This design comes from an exercise in tuning for small area on the open sky130 flow, not from production work. The RTL was checked by simulation tests, not by an equivalence proof against the original design. Power figures rest on the tool's default switching activity, not on a simulated workload.

--- design/flow/run.sh ---
#!/bin/bash
# synth_recipe.tcl (not shown) runs the flow's synth.tcl, then flattens the netlist and writes it again
# the make line also repeats each setting of config.mk as NAME=value (left out here)
make -C /OpenROAD-flow-scripts/flow DESIGN_CONFIG=/design/flow/config.mk WORK_HOME=/design/flow/orfs CLKGATE_MAP_FILE= SYNTH_SCRIPT=/design/flow/synth_recipe.tcl finish
--- design/flow/config.mk ---
export PLATFORM = sky130hd
export DESIGN_NAME = CV_LR5_TOP
export DESIGN_NICKNAME = CV_LR5_TOP
export VERILOG_FILES = /design/flow/design.v
export SDC_FILE = /design/flow/constraint.sdc
export NUM_CORES = 4
export LEC_CHECK = 0
export CAP_MARGIN = 20
export CORE_MARGIN = 2
export CORE_UTILIZATION = 60
export CTS_BUF_LIST = sky130_fd_sc_hd__clkbuf_2 sky130_fd_sc_hd__clkbuf_4
export SLEW_MARGIN = 20
--- design/flow/constraint.sdc ---
create_clock -name core_clock -period 15.0 [get_ports {CLK}]
set_input_delay 3.0000 -clock core_clock [delete_from_list [all_inputs] [get_ports {CLK}]]
set_output_delay 3.0000 -clock core_clock [all_outputs]
set_load 0.01 [all_outputs]
--- design/flow/design.v ---
`timescale 1ns / 1ps
module CV_LR5_TOP
(
    input CLK,
    input SYS_NRST,
    input UART_RXD,
    output wire UART_TXD,
    output [7:0] LED
);
localparam T_ADD = 3'd0, T_MUL = 3'd1, T_WR = 3'd2, T_ON = 3'd3,
           T_OFF = 3'd4, T_LED = 3'd5, T_ERR = 3'd6;
localparam S_IDLE = 4'd0, S_KW = 4'd1, S_SP1 = 4'd2, S_OP1 = 4'd3,
           S_SP2 = 4'd4, S_OP2 = 4'd5, S_TAIL = 4'd6, S_EXEC = 4'd7,
           S_TX = 4'd8;
reg [7:0] ph;
always @(posedge CLK) ph <= ph + 8'd1;
wire [5:0] p6 = ph[5:0];
wire pass_beg = (p6 == 6'd0);
wire pass_end = (p6 == 6'd63);
reg s1, s2;
always @(posedge CLK) begin
    s1 <= UART_RXD;
    s2 <= s1;
end
localparam RX_ARM = 2'd0, RX_BSY = 2'd1, RX_SKP = 2'd2, RX_RST = 2'd3;
reg [1:0] rxst;
reg [7:0] rsh;
wire rx_smp = (p6 == 6'd62);
always @(posedge CLK, negedge SYS_NRST)
begin
    if (!SYS_NRST) rxst <= RX_RST;
    else if (rx_smp)
        case (rxst)
            RX_ARM:  if (!s2) rxst <= RX_BSY;
            RX_BSY:  if (rsh[0]) rxst <= RX_SKP;
            default: rxst <= RX_ARM;
        endcase
end
always @(posedge CLK)
begin
    if (rx_smp) begin
        if (rxst == RX_ARM) begin
            if (!s2) rsh <= 8'h80;
        end
        else if (rxst == RX_BSY) rsh <= {s2, rsh[7:1]};
    end
end
wire rx_done = (rxst == RX_SKP) & pass_end;
wire [7:0] ch = rsh;
wire is_dig = (ch[7:4] == 4'h3) & (~ch[3] | (ch[2:1] == 2'b00));
wire is_let = (ch[7:5] == 3'b010 | ch[7:5] == 3'b011) & ~ch[4] & ~ch[3] &
              (ch[2:0] != 3'd0) & (ch[2:0] != 3'd7);
wire hexok = is_dig | is_let;
wire [3:0] hv = ch[6] ? ch[3:0] + 4'd9 : ch[3:0];
reg [3:0] st;
reg [2:0] ty;
reg [4:0] c;
reg wp;            
reg [4:0] dg;      
reg mled, mram;    
reg [7:0] rom_ch;
always @(*)
begin
    case ({ty, c})
        8'd0: rom_ch = 8'h0D;
        8'd1: rom_ch = 8'h0A;
        8'd9: rom_ch = 8'h52;
        8'd10: rom_ch = 8'h65;
        8'd11: rom_ch = 8'h73;
        8'd12: rom_ch = 8'h75;
        8'd13: rom_ch = 8'h6C;
        8'd14: rom_ch = 8'h74;
        8'd15: rom_ch = 8'h20;
        8'd16: rom_ch = 8'h41;
        8'd17: rom_ch = 8'h44;
        8'd18: rom_ch = 8'h44;
        8'd19: rom_ch = 8'h33;
        8'd20: rom_ch = 8'h36;
        8'd21: rom_ch = 8'h3A;
        8'd22: rom_ch = 8'h20;
        8'd32: rom_ch = 8'h0D;
        8'd33: rom_ch = 8'h0A;
        8'd34: rom_ch = 8'h52;
        8'd35: rom_ch = 8'h65;
        8'd36: rom_ch = 8'h73;
        8'd37: rom_ch = 8'h75;
        8'd38: rom_ch = 8'h6C;
        8'd39: rom_ch = 8'h74;
        8'd40: rom_ch = 8'h20;
        8'd41: rom_ch = 8'h4D;
        8'd42: rom_ch = 8'h55;
        8'd43: rom_ch = 8'h4C;
        8'd44: rom_ch = 8'h36;
        8'd45: rom_ch = 8'h34;
        8'd46: rom_ch = 8'h3A;
        8'd47: rom_ch = 8'h20;
        8'd64: rom_ch = 8'h0D;
        8'd65: rom_ch = 8'h0A;
        8'd79: rom_ch = 8'h20;
        8'd82: rom_ch = 8'h53;
        8'd83: rom_ch = 8'h75;
        8'd84: rom_ch = 8'h63;
        8'd85: rom_ch = 8'h63;
        8'd86: rom_ch = 8'h65;
        8'd87: rom_ch = 8'h73;
        8'd88: rom_ch = 8'h73;
        8'd89: rom_ch = 8'h20;
        8'd90: rom_ch = 8'h57;
        8'd91: rom_ch = 8'h52;
        8'd92: rom_ch = 8'h34;
        8'd93: rom_ch = 8'h30;
        8'd94: rom_ch = 8'h5F;
        8'd95: rom_ch = 8'h38;
        8'd96: rom_ch = 8'h0D;
        8'd97: rom_ch = 8'h0A;
        8'd111: rom_ch = 8'h20;
        8'd114: rom_ch = 8'h53;
        8'd115: rom_ch = 8'h75;
        8'd116: rom_ch = 8'h63;
        8'd117: rom_ch = 8'h63;
        8'd118: rom_ch = 8'h65;
        8'd119: rom_ch = 8'h73;
        8'd120: rom_ch = 8'h73;
        8'd121: rom_ch = 8'h20;
        8'd122: rom_ch = 8'h4F;
        8'd123: rom_ch = 8'h4E;
        8'd124: rom_ch = 8'h34;
        8'd125: rom_ch = 8'h30;
        8'd126: rom_ch = 8'h5F;
        8'd127: rom_ch = 8'h38;
        8'd128: rom_ch = 8'h0D;
        8'd129: rom_ch = 8'h0A;
        8'd143: rom_ch = 8'h20;
        8'd145: rom_ch = 8'h53;
        8'd146: rom_ch = 8'h75;
        8'd147: rom_ch = 8'h63;
        8'd148: rom_ch = 8'h63;
        8'd149: rom_ch = 8'h65;
        8'd150: rom_ch = 8'h73;
        8'd151: rom_ch = 8'h73;
        8'd152: rom_ch = 8'h20;
        8'd153: rom_ch = 8'h4F;
        8'd154: rom_ch = 8'h46;
        8'd155: rom_ch = 8'h46;
        8'd156: rom_ch = 8'h34;
        8'd157: rom_ch = 8'h30;
        8'd158: rom_ch = 8'h5F;
        8'd159: rom_ch = 8'h38;
        8'd160: rom_ch = 8'h0D;
        8'd161: rom_ch = 8'h0A;
        8'd175: rom_ch = 8'h20;
        8'd177: rom_ch = 8'h53;
        8'd178: rom_ch = 8'h75;
        8'd179: rom_ch = 8'h63;
        8'd180: rom_ch = 8'h63;
        8'd181: rom_ch = 8'h65;
        8'd182: rom_ch = 8'h73;
        8'd183: rom_ch = 8'h73;
        8'd184: rom_ch = 8'h20;
        8'd185: rom_ch = 8'h4C;
        8'd186: rom_ch = 8'h45;
        8'd187: rom_ch = 8'h44;
        8'd188: rom_ch = 8'h34;
        8'd189: rom_ch = 8'h30;
        8'd190: rom_ch = 8'h5F;
        8'd191: rom_ch = 8'h38;
        8'd192: rom_ch = 8'h0D;
        8'd193: rom_ch = 8'h0A;
        8'd208: rom_ch = 8'h45;
        8'd209: rom_ch = 8'h72;
        8'd210: rom_ch = 8'h72;
        8'd211: rom_ch = 8'h6F;
        8'd212: rom_ch = 8'h72;
        8'd213: rom_ch = 8'h20;
        8'd214: rom_ch = 8'h63;
        8'd215: rom_ch = 8'h6F;
        8'd216: rom_ch = 8'h6D;
        8'd217: rom_ch = 8'h6D;
        8'd218: rom_ch = 8'h61;
        8'd219: rom_ch = 8'h6E;
        8'd220: rom_ch = 8'h64;
        8'd221: rom_ch = 8'h21;
        8'd222: rom_ch = 8'h21;
        8'd223: rom_ch = 8'h21;
        default: rom_ch = 8'h00;
    endcase
end
wire ty_arith = (ty == T_ADD) | (ty == T_MUL);
wire kwend = (ty == T_ADD) ? (c == 5'd20) :
             (ty == T_MUL) ? (c == 5'd13) : (c == 5'd31);
wire [3:0] slot = ~c[3:0];
reg ledm, ramm;
always @(*)
begin
    case (slot)
        4'd9: begin ledm = (hv == 4'h2); ramm = (hv == 4'h9); end
        4'd8: begin ledm = (hv == 4'hF); ramm = (hv == 4'hB); end
        4'd7: begin ledm = (hv == 4'h7); ramm = (hv == 4'h7); end
        4'd6: begin ledm = (hv == 4'h5); ramm = (hv == 4'hD); end
        4'd5: begin ledm = (hv == 4'h3); ramm = (hv == 4'h1); end
        4'd4: begin ledm = (hv == 4'h9); ramm = (hv == 4'hA); end
        4'd3: begin ledm = (hv == 4'h9); ramm = (hv == 4'hC); end
        4'd2: begin ledm = (hv == 4'h8); ramm = (hv == 4'h5); end
        4'd1: begin ledm = (hv == 4'hE); ramm = (hv[3:1] == 3'b111); end
        default: begin ledm = (hv[3:1] == 3'b111); ramm = 1'b1; end
    endcase
end
wire hact = (ty == T_MUL) & (|dg[3:0]);
reg [10:0] sh;
reg txd;
wire sh_empty = ~|sh;
wire isdig = ((ty == T_ADD) & c[4] & (c[3] | (&c[2:0]))) | ((ty == T_MUL) & c[4]);
wire dig_ok = (p6 == {~c[3:0], 2'b00});
reg [63:0] ra, rp;
wire [3:0] nib = {rp[60], rp[61], rp[62], rp[63]};
wire [7:0] hexch = (nib < 4'd10) ? {4'h3, nib} : {4'h4, nib - 4'd9};
wire [7:0] txch = isdig ? hexch : rom_ch;
wire tx_load = (st == S_TX) & sh_empty & (~isdig | dig_ok);
reg [4:0] c_start;
always @(*)
begin
    case (ty)
        T_ADD: c_start = 5'd9;
        T_MUL: c_start = 5'd2;
        T_WR, T_ON: c_start = 5'd18;
        T_OFF, T_LED: c_start = 5'd17;
        default: c_start = 5'd16;
    endcase
end
wire win = (ph[7:3] == {dg[0], dg[4:1]});
always @(posedge CLK, negedge SYS_NRST)
begin
    if (!SYS_NRST) begin
        st <= S_IDLE;
        wp <= 1'b0;
    end
    else begin
        if (wp & pass_end) begin
            wp <= 1'b0;
            if (st == S_OP1 | st == S_OP2) begin
                c <= c + 5'd1;
                if (c[3:0] == 4'd15) st <= (st == S_OP1) ? S_SP2 : S_TAIL;
            end
        end
        if (rx_done) begin
            case (st)
                S_IDLE: begin
                    st <= S_KW;
                    if (ch == 8'h41)      begin ty <= T_ADD; c <= 5'd17; end
                    else if (ch == 8'h4D) begin ty <= T_MUL; c <= 5'd10; end
                    else if (ch == 8'h57) begin ty <= T_WR;  c <= 5'd27; end
                    else if (ch == 8'h4F) begin ty <= T_ON;  c <= 5'd27; end
                    else if (ch == 8'h4C) begin ty <= T_LED; c <= 5'd26; end
                    else begin ty <= T_ERR; c <= 5'd16; st <= S_TX; end
                end
                S_KW: begin
                    if (ch == rom_ch) begin
                        c <= c + 5'd1;
                        if (kwend) st <= S_SP1;
                    end
                    else if (ty == T_ON & c == 5'd27 & ch == 8'h46) ty <= T_OFF;
                    else begin ty <= T_ERR; c <= 5'd16; st <= S_TX; end
                end
                S_SP1, S_SP2: begin
                    if (ch == 8'h20) begin
                        if (st == S_SP1) begin
                            mled <= 1'b1;
                            mram <= 1'b1;
                            st <= S_OP1;
                            c <= (ty == T_ADD) ? 5'd7 : (ty == T_MUL) ? 5'd0 : 5'd6;
                        end
                        else begin
                            st <= S_OP2;
                            c <= (ty == T_ADD) ? 5'd23 : (ty == T_MUL) ? 5'd16 : 5'd30;
                        end
                    end
                    else begin ty <= T_ERR; c <= 5'd16; st <= S_TX; end
                end
                S_OP1, S_OP2: begin
                    if (hexok) begin
                        wp <= 1'b1;
                        if (st == S_OP1) begin
                            mled <= mled & ledm;
                            mram <= mram & ramm;
                        end
                    end
                    else begin ty <= T_ERR; c <= 5'd16; st <= S_TX; end
                end
                S_TAIL: begin
                    if (ch == rom_ch) begin
                        c <= c + 5'd1;
                        if (c[0]) st <= S_EXEC;
                        else if (ty == T_ADD) wp <= 1'b1;
                    end
                    else begin ty <= T_ERR; c <= 5'd16; st <= S_TX; end
                end
                default: ;
            endcase
        end
        if (st == S_EXEC & win & (ph[2:0] == 3'd7)) begin
            st <= S_TX;
            c <= c_start;
        end
        if (tx_load) begin
            c <= c + 5'd1;
            if (c == 5'd1) st <= S_IDLE;
        end
    end
end
always @(posedge CLK)
begin
    if (rx_done & hexok & (st == S_OP1) & ~ty_arith) dg <= {hv, dg[1]};
    else if (rx_done & hexok & (st == S_OP2) & (ty == T_MUL)) dg <= {hv, 1'b1};
    else if (pass_end & hact) dg <= {dg[3:0], 1'b0};
end
reg pd, cy;
wire dbit = hv[p6[1:0]];
wire [3:0] slot2 = ty_arith ? slot : {dg[3:1], ~c[0]};
wire zero_m = wp & (st == S_OP1) & (ty == T_MUL);
wire add_m  = wp & (st == S_TAIL) & (ty == T_ADD);
wire aw_m   = wp & (st == S_OP1) & (p6[5:2] == slot);
wire pw_m   = wp & (st == S_OP2) & (ty != T_MUL) & (p6[5:2] == slot2);
wire sx = hact ? (pd & ~pass_beg) : rp[63];
wire sy = ra[63] & (~hact | dg[4]);
wire ss = sx ^ sy ^ cy;
wire rp_in = zero_m ? 1'b0 : (hact | add_m) ? ss : pw_m ? dbit : rp[63];
wire ra_in = aw_m ? dbit : ra[63];
always @(posedge CLK)
begin
    ra <= {ra[62:0], ra_in};
    rp <= {rp[62:0], rp_in};
    pd <= rp[63];
    cy <= pass_end ? 1'b0 : ((sx & sy) | (sx & cy) | (sy & cy));
end
reg [255:0] ram;
wire ram_we = (st == S_EXEC) & win & (ty == T_WR) & mram;
always @(posedge CLK) ram <= {ram[254:0], ram_we ? rp[63] : ram[255]};
reg [7:0] mask;
reg [4:0] laddr;
wire [7:0] d = {rp[56], rp[57], rp[58], rp[59], rp[60], rp[61], rp[62], rp[63]};
wire led_up = (st == S_EXEC) & win & (ph[2:0] == 3'd0) & mled &
              (ty == T_ON | ty == T_OFF | ty == T_LED);
always @(posedge CLK, negedge SYS_NRST)
begin
    if (!SYS_NRST) begin
        mask <= 8'h00;
        laddr <= 5'd0;
    end
    else if (led_up) begin
        if (dg[1])
            laddr <= (ty == T_ON) ? (laddr | d[4:0]) : (ty == T_OFF) ? (laddr & ~d[4:0]) : d[4:0];
        else
            mask <= (ty == T_ON) ? (mask | d) : (ty == T_OFF) ? (mask & ~d) : d;
    end
end
reg [7:0] ledreg;
always @(posedge CLK)
    if (ph == {laddr, 3'd0})
        ledreg <= {ram[248], ram[249], ram[250], ram[251], ram[252], ram[253], ram[254], ram[255]};
assign LED = ledreg & mask;
always @(posedge CLK, negedge SYS_NRST)
begin
    if (!SYS_NRST) begin
        sh <= 11'd0;
        txd <= 1'b1;
    end
    else if (tx_load) sh <= {1'b1, ^txch, txch, 1'b0};
    else if (pass_beg) begin
        txd <= sh[0] | ~|sh[10:1];
        sh <= {1'b0, sh[10:1]};
    end
end
assign UART_TXD = txd;
endmodule
==> out/qor.txt, run 1 <==
first-pass GRT wire length: 49700 um
Final period util: 31.8%
Synth top area share: 53.9%
Die H: 161 um
total clock sinks: 459
clk slew on worst S/H paths: 0.06 ns
largest net degree at the start of global routing: 70
Clk Tree Root Cell: clkbuf_4
worst hold path type: flop to flop
total power: 2450 uW
count of hold-fix buffers inserted at cts: 0
dpl ws: 10.56 ns
mapped cell area: 14700 um^2
Synth area leaders: dfxtp_1, edfxtp_1, dfrtp_1, o21ai_0, nand2_1
RSZ-0062 raised after global routing: no
DR pass1 iterations: 5
Slew @ Worst Pin: 1.03 ns
WL met1: 14400 um
Top delay family on crit path: flip-flops
initial antenna violation count: 1
Top Ports: 12
Yosys warnings: 1
final worst slack: 10.22 ns
wire per inst: 17.9 um
nets: 1341
H-tree levels: 3
CTS buffer count: 101
Final setup viols: 0
outcome: complete, no violations
Seq/Total Area, Yosys: 65.6%
die area: 25800 um^2
PwrDens: 150 nW/um^2
Synth cell types: 94
Initial Util: 60.9%
Slew Viols, Final: 0
min cycle time layout: 4.78 ns
gr ovfl total: 0
setup TNS: 0 ns
crit path max fanout: 2
number of global-route vias before repair: 9387
required time of the critical path: 12.00 ns
commonest cells in the netlist: dfxtp_1, nand2_1, nor2_1, o21ai_0, a21oi_1
Via density: 5.59
Worst Skew: 0.0988 ns
Max-Cap Viols: 0
Vias: 9583
Worst path max stage delay: 0.53 ns
CTS tree: built
RD Place Congestion: 0.962
CTS max path bufs: 3
WP data arrival: 1.78 ns
met3 routed WL: 2110 um
P_leak: 0.00643 uW
DP HPWL: 19200 um
max_slew headroom: 31.3%
area grow syn2layout: 11.0%
area leader, netlist: dfxtp_1
WS Path Type: flop to output pin
final hold violation count: 0
Inst Count DP: 1534
startpoint types: flop
DR top layer: met4
Worst VDD drop: 119 uV
die width: 161 um
share of post-route cells with drive strength above 1: 15.8%
clk latency of the worst-skew pair: 0.78 ns
Core ar.: 24200 um^2
Mean Syn Cell Area: 11.8 um^2
Max Freq: 209 MHz
crit-path cells: clkdlybuf4s50_1
Finished Layout Cells: 1714
filler instances: 1768
post-route ant nets: 0
synthesized flop and latch total: 459
dpl cell area: 15000 um^2
crit end category: output pin
# port buffers: 11
row count: 57
iteration-0 DRC count of the detailed router: 859
DR DRC count: 0
final instance area: 16300 um^2
Post-synth top flop: dfxtp_1
crit path buf inv count: 1
DRT Wirelength: 30600 um
DR WL met2: 13100 um
Post-Syn Nets: 1278
CTS resizes: 0
post-CTS setup buffer count: 0
most common cell in the netlist: dfxtp_1
Cells after Synth: 1250
Total GRT Usage: 24.3%
Post-synth EDFFs: 31
fraction of registers with async set/reset: 6.97%
CP max-delay cell: dfstp_2
## registers in the layout, indices dropped and copies added, names as in the netlist, 4 cells and up
register  cells
ph            8
dg            5
ledreg        8
ra           64
sh           11
rsh           8
c             5
ram         256
laddr         5
st            4
rp           64
mask          8
## final timing paths
path / end / slack, ns / cells after the start / from
worst max-delay path: UART_TXD / 10.22 / 1 / txd
worst min-delay path: rp[21] / 0.27 / 0 / rp[20]
worst max register to register: c[1] / 11.10 / 10 / c[1]
worst min register to register: rp[21] / 0.27 / 0 / rp[20]
max in group asynchronous: laddr[4] / 12.25 / 2 / SYS_NRST
min in group asynchronous: wp / 2.31 / 2 / SYS_NRST
## routing by layer
layer,up-vias,global-route usage [%]
met3,88,5.84
met1,4548,35.2
met5,-,0
li1,4597,-
met2,350,34.4
met4,0,12.0
## cell usage in the layout (no fill, tap or decap), types with 5 or more instances in the layout
cell type	instances
o31ai_1	11
a22oi_1	20
buf_4	11
nor4_1	9
xnor2_1	35
dfxtp_1	396
or3_1	7
or4_1	5
nand4b_1	5
o22ai_1	6
nand4_1	13
clkdlybuf4s50_1	10
ha_1	24
inv_1	26
dfrtp_1	29
o21ai_0	62
nand3_1	25
or2_2	8
a211oi_1	6
a31oi_1	13
nand2_1	82
clkbuf_4	156
clkinv_1	15
nand2b_1	22
nor3_1	22
o211ai_1	15
mux2i_1	9
nor2b_1	25
edfxtp_1	31
nor2_1	67
and3_1	8
xor2_1	9
a21oi_1	47
and2_1	19
mux2_2	5
a221o_1	5
o21a_1	7
## layout make-up
| cell class | count | area, um^2 | share of cell area (%) |
|---|---|---|---|
| Clock buffer | 156 | 1170 | 7.17 |
| Sequential cell | 459 | 9660 | 59.1 |
| Tap cell | 324 | 405 | 2.48 |
| Inverter | 30 | 115 | 0.705 |
| Timing Repair Buffer | 22 | 188 | 1.15 |
| Clock inverter | 23 | 170 | 1.04 |
| Antenna cell | 1 | 2.50 | 0.0153 |
| Multi-Input combinational cell | 699 | 4620 | 28.3 |
## report_power, final
part | switching, uW | internal [uW]
sequential | 33.6 | 1250
clock | 448 | 496
combinational | 136 | 81.2
total | 618 | 1830
## cells by family (layout without fill, tap and decap cells)
kind of cell,after synthesis,in the layout,share of synthesized area [%]
AO/OA/AOI/OAI,264,264,12.4
XOR/XNOR,46,46,2.92
adder cells (fa/ha/maj),25,25,2.18
other,0,1,0
multiplexers,16,16,1.30
buffers and inverters,92,231,2.99
AND/OR/NAND/NOR,348,348,12.5
flip-flops,459,459,65.6
## metrics by stage
stage	hold WS [ns]	util [%]
after floorplan	0.310	-
after global placement	0.310	62.0
after detailed placement	0.312	62.0
after CTS	0.261	67.6
after global routing	0.256	67.6
final	0.274	67.6
==> run 2, diff against run 1 <==
--- a/design/flow/config.mk
+++ b/design/flow/config.mk
@@ -9,4 +9,4 @@
 export CORE_MARGIN = 2
-export CORE_UTILIZATION = 60
-export CTS_BUF_LIST = sky130_fd_sc_hd__clkbuf_2 sky130_fd_sc_hd__clkbuf_4
+export CORE_UTILIZATION = 40
+export CTS_BUF_LIST = sky130_fd_sc_hd__clkbuf_4
 export SLEW_MARGIN = 20
==> out/qor.txt, run 2 <==
mapped cell area: 14700 um^2
wire per inst: 17.1 um
FF-to-FF path depth: 11
Vias: 9690
P_sw: 628 uW
count of hold-fix buffers inserted at cts: 0
r2r setup slk: 10.84 ns
crit end category: output pin
crit path buf inv count: 1
iteration-0 DRC count of the detailed router: 905
Slew Viols, Final: 0
Final period util: 32.2%
most common cell after layout, fill and taps aside: dfxtp_1
Synth top area share: 53.9%
Via density: 5.18
filler instances: 3449
number of global-route vias before repair: 9480
most common cell in the netlist: dfxtp_1
Synth cell types: 94
nets: 1346
Post-synth EDFFs: 31
crit path max fanout: 2
WS Path Type: flop to output pin
Worst Skew: 0.0828 ns
Slew @ Worst Pin: 0.940 ns
Core ar.: 36400 um^2
CTS tree: built
area of the multi-input gates: 4630 um^2
dpl cell area: 15200 um^2
die width: 196 um
CTS max path bufs: 3
synthesized flop and latch total: 459
Largest register FFs: 256
largest net degree at the start of global routing: 70
DP HPWL: 20300 um
Initial Util: 40.4%
CTS buffer count: 105
Gate power share: 8.5%
Post-synth top flop: dfxtp_1
CTS resizes: 0
Mean Syn Cell Area: 11.8 um^2
final worst slack: 10.17 ns
Cells after Synth: 1250
area leader, netlist: dfxtp_1
commonest non-fill, non-tap cells in the layout: dfxtp_1, clkbuf_4, nand2_1, nor2_1, o21ai_0
Worst path max stage delay: 0.53 ns
Largest regs: ram x256, ra x64, rp x64
dpl ws: 10.49 ns
outcome: complete, no violations
total clock sinks: 459
share of post-route cells with drive strength above 1: 16.5%
H-tree levels: 3
setup TNS: 0 ns
post-CTS setup buffer count: 0
DR DRC count: 0
final hold violation count: 0
clock power share: 39.8%
RSZ-0062 raised after global routing: no
Yosys warnings: 1
worst hold path type: flop to flop
Max-Cap Viols: 0
Worst VDD drop: 85.8 uV
max_slew headroom: 36.4%
Util after Layout: 45.6%
first-pass GRT wire length: 51500 um
Clk Tree Root Cell: clkbuf_4
clk latency of the worst-skew pair: 0.79 ns
crit-path cells: clkdlybuf4s50_1
final hold slack: 0.270 ns
switching share of power: 25.3%
P_leak: 0.00649 uW
Synth area leaders: dfxtp_1, edfxtp_1, dfrtp_1, o21ai_0, nand2_1
initial antenna violation count: 2
area grow syn2layout: 12.8%
startpoint types: flop
RD Place Congestion: 0.901
min cycle time layout: 4.83 ns
row count: 70
Seq pwr share: 51.7%
clk slew on worst S/H paths: 0.06 ns
PwrDens: 149 nW/um^2
gr ovfl total: 0
Top Ports: 12
# port buffers: 11
DRT Wirelength: 31900 um
fraction of registers with async set/reset: 6.97%
post-route ant nets: 0
Post-Syn Nets: 1278
final instance area: 16600 um^2
required time of the critical path: 12.00 ns
Final setup viols: 0
Total GRT Usage: 17.0%
CP max-delay cell: dfstp_2
Max Freq: 207 MHz
Reg2Reg Capture Point: c[1]
CP startpoint: txd
P_int: 1850 uW
Seq/Total Area, Yosys: 65.6%
WP depth: 1
Worst setup endpoint: UART_TXD
DR pass1 iterations: 5
WP data arrival: 1.83 ns
register area: 9660 um^2
die area: 38300 um^2
commonest cells in the netlist: dfxtp_1, nand2_1, nor2_1, o21ai_0, a21oi_1
Reg-to-Reg Start: c[0]
Top delay family on crit path: flip-flops
most flop-heavy register: ram
Die H: 196 um
-- run 2: cell counts after synthesis --
No cell type changed its count.
-- run 2: power by group through the flow --
stage	logic, uW	clock network, uW	registers, uW
3_5_place_dp	207	0	1310
2_1_floorplan	172	0	1290
5_1_grt	229	1090	1290
6_report	210	988	1280
3_3_place_gp	206	0	1310
4_1_cts	208	1030	1280
-- run 2: logic make-up after synthesis --
kind of cell / synth area share, %
DFF: 65.6
adders and majority gates: 2.18
AOI/OAI and AO/OA: 12.4
buffers and inverters: 2.99
xor gates and xnor gates: 2.92
muxes: 1.30
and+or+nand+nor: 12.5
-- run 2: routing by layer --
| metal | track usage [%] | wire [um] | up-vias | share of wire, % |
|---|---|---|---|---|
| li1 | - | - | 4630 | - |
| met1 | 23.6 | 15100 | 4603 | 47 |
| met2 | 23.9 | 13500 | 368 | 42 |
| met3 | 4.31 | 1990 | 89 | 6.2 |
| met4 | 9.90 | 1380 | 0 | 4.3 |
| met5 | 0 | 0 | - | 0 |
-- run 2: area by class of cell --
| cell class | instances | share of cell area [%] |
|---|---|---|
| sequential | 459 | 58.2 |
| multi-input combinational | 699 | 27.9 |
| clock buffer | 164 | 7.41 |
| tap | 468 | 3.53 |
| timing repair buffer | 23 | 1.18 |
| clock inverter | 27 | 1.11 |
| inverter | 30 | 0.693 |
| antenna | 2 | 0.0301 |
-- run 2: through the flow --
step           cells  total power (uW)
2_1_floorplan   1250              1460
3_3_place_gp    1679              1520
3_5_place_dp    1679              1520
4_1_cts         1870              2520
5_1_grt         1872              2610
6_report        1872              2480
-- run 2: worst min-delay path by stage --
stage / endpoint / from / slack (ns) / cells after the start
detailed placement: ram[131] / ram[130] / 0.31 / 0
floorplan: ra[10] / ra[9] / 0.31 / 0
CTS: ra[18] / ra[17] / 0.28 / 0
global route: ra[18] / ra[17] / 0.30 / 0
global placement: ram[72] / ram[71] / 0.31 / 0
finish: ram[13] / ram[12] / 0.27 / 0
==> run 3, diff against run 2 <==
--- a/design/flow/config.mk
+++ b/design/flow/config.mk
@@ -10,3 +10,2 @@
 export CORE_UTILIZATION = 40
-export CTS_BUF_LIST = sky130_fd_sc_hd__clkbuf_4
 export SLEW_MARGIN = 20
==> out/qor.txt, run 3 <==
outcome: complete, no violations
Post-synth top flop: dfxtp_1
setup TNS: 0 ns
Cells after Synth: 1250
WS Path Type: flop to output pin
Seq/Total Area, Yosys: 65.6%
CTS resizes: 0
crit path max fanout: 2
Synth area leaders: dfxtp_1, edfxtp_1, dfrtp_1, o21ai_0, nand2_1
RSZ-0062 raised after global routing: no
Mean Syn Cell Area: 11.8 um^2
DR DRC count: 0
gr ovfl total: 0
min cycle time layout: 4.61 ns
largest net degree at the start of global routing: 70
crit-path cells: clkdlybuf4s50_1
Worst path max stage delay: 0.53 ns
die width: 196 um
most common cell in the netlist: dfxtp_1
Total GRT Usage: 16.5%
die area: 38300 um^2
required time of the critical path: 12.00 ns
nets: 1284
Core ar.: 36400 um^2
Post-synth EDFFs: 31
area leader, netlist: dfxtp_1
Synth cell types: 94
Synth top area share: 53.9%
final hold violation count: 0
Max-Cap Viols: 0
DP HPWL: 20300 um
initial antenna violation count: 0
commonest non-fill, non-tap cells in the layout: dfxtp_1, nand2_1, nor2_1, o21ai_0, a21oi_1
Final setup viols: 0
Max Freq: 217 MHz
area grow syn2layout: 12.4%
Final period util: 30.7%
Worst VDD drop: 114 uV
Largest regs: ram x256, ra x64, rp x64
wire per inst: 17.9 um
Initial Util: 40.4%
number of global-route vias before repair: 8885
total power: 2520 uW
mapped cell area: 14700 um^2
clk slew on worst S/H paths: 0.06 ns
Top delay family on crit path: flip-flops
Die H: 196 um
Slew @ Worst Pin: 0.935 ns
post-route ant nets: 0
Largest register FFs: 256
commonest cells in the netlist: dfxtp_1, nand2_1, nor2_1, o21ai_0, a21oi_1
total clock sinks: 459
final instance area: 16500 um^2
RD Place Congestion: 0.901
Clk Tree Root Cell: clkbuf_16
# port buffers: 11
filler instances: 3383
max_slew headroom: 37.1%
P_leak: 0.00631 uW
CTS max path bufs: 3
startpoint types: flop
CP max-delay cell: dfstp_2
iteration-0 DRC count of the detailed router: 905
CTS tree: built
synthesized flop and latch total: 459
DRT Wirelength: 31400 um
crit end category: output pin
CTS buffer count: 43
share of post-route cells with drive strength above 1: 9.54%
count of hold-fix buffers inserted at cts: 0
most flop-heavy register: ram
Worst Skew: 0.0314 ns
post-CTS setup buffer count: 0
Yosys warnings: 1
Via density: 5.26
H-tree levels: 2
worst hold path type: flop to flop
# diodes: 0
clk latency of the worst-skew pair: 0.57 ns
dpl cell area: 15200 um^2
Top Ports: 12
DR pass1 iterations: 5
Post-Syn Nets: 1278
Vias: 9245
row count: 70
PwrDens: 152 nW/um^2
fraction of registers with async set/reset: 6.97%
first-pass GRT wire length: 50000 um
most common cell after layout, fill and taps aside: dfxtp_1
Slew Viols, Final: 0
crit path buf inv count: 1
WP data arrival: 1.61 ns
[run 3: cell counts after synthesis]
Identical to the previous run, type by type.
[run 3: stage by stage]
stage               utilization (%)  setup slack [ns]  instances  hold WS, ns
global route                   45.4             10.34       1757        0.325
CTS                            45.4             10.37       1757        0.316
finish                         45.4             10.39       1757        0.305
detailed placement             41.7             10.49       1679        0.312
global placement               41.7             10.51       1679        0.312
floorplan                         -             11.32       1250        0.310
[run 3: area by class of cell]
cell class,count,area [um^2],area share (%)
clock buffer,61,1210,7.34
clock inverter,17,141,0.855
inverter,30,115,0.696
multi-input combinational,699,4630,28.0
sequential,459,9660,58.4
tap,468,586,3.54
timing repair buffer,23,195,1.18
[run 3: worst reg2reg max path, cell delays in order, from the launching register on]
cell,delay [ns]
edfxtp_1,0.36
buf_4,0.22
inv_1,0.41
ha_1,0.55
nor2b_1,0.41
a21oi_1,0.17
o221ai_1,0.30
a31oi_2,0.19
xnor2_1,0.19
a2111oi_4,0.54
nand2_4,0.18
o41ai_2,0.38
[run 3: layer usage]
| metal | global-route usage [%] | vias to the layer above | routed length (um) |
|---|---|---|---|
| met2 | 23.8 | 348 | 13100 |
| met5 | 0 | - | 0 |
| met4 | 7.38 | 0 | 1220 |
| li1 | - | 4427 | - |
| met3 | 3.78 | 73 | 2330 |
| met1 | 23.5 | 4397 | 14700 |
[run 3: logic make-up (layout without fill, tap and decap cells)]
kind of cell,after synthesis,after routing,share of synthesized area (%)
XOR/XNOR,46,46,2.92
AND/OR/NAND/NOR,348,348,12.5
buffers and inverters,92,131,2.99
multiplexers,16,16,1.30
flip-flops,459,459,65.6
adder cells (fa/ha/maj),25,25,2.18
AO/OA/AOI/OAI,264,264,12.4
[run 3: worst paths after layout]
path / start / endpoint / slack, ns / depth (start not counted)
worst min register to register: ram[1] / ram[2] / 0.30 / 0
worst max register to register: c[0] / c[1] / 10.92 / 11
worst min-delay path: ram[1] / ram[2] / 0.30 / 0
worst max-delay path: txd / UART_TXD / 10.39 / 1
min in group asynchronous: SYS_NRST / st[0] / 2.51 / 2
max in group asynchronous: SYS_NRST / mask[3] / 12.08 / 2
[run 3: report_power, final]
| group | internal [uW] | leakage, uW | switching [uW] |
|---|---|---|---|
| clock | 573 | 0.000664 | 449 |
| combinational | 81.2 | 0.00170 | 128 |
| sequential | 1250 | 0.00394 | 34.1 |

==> separate check: timing with driven ports <==
In the flow no input, the clock included, has a driving cell. The finished layouts below were timed again as built, in two steps.
Step 1: set_driving_cell puts a clkbuf_16 on CLK and a buf_2 on each other input, an assumption about the parent block.
Step 2 moves the port delays by t, midway between the first and last clock arrival at a register: inputs arrive t later, outputs are due t later. That takes back most of the time a late clock gives input paths.
Slacks: ideal ports / drivers / drivers and shift; pairs: ideal ports / drivers.
run	t (ns)	setup WS [ns]	hold WS [ns]	slew at the worst register clock pin (ns)
run 1	0.772	10.223 / 10.176 / 10.583	0.274 / 0.274 / 0.274	0.08 / 0.08
run 2	0.792	10.171 / 10.130 / 10.526	0.270 / 0.270 / 0.270	0.08 / 0.08
run 3	0.597	10.394 / 10.347 / 10.555	0.305 / 0.305 / 0.305	0.07 / 0.07
After both steps setup and hold are still met in every run listed.
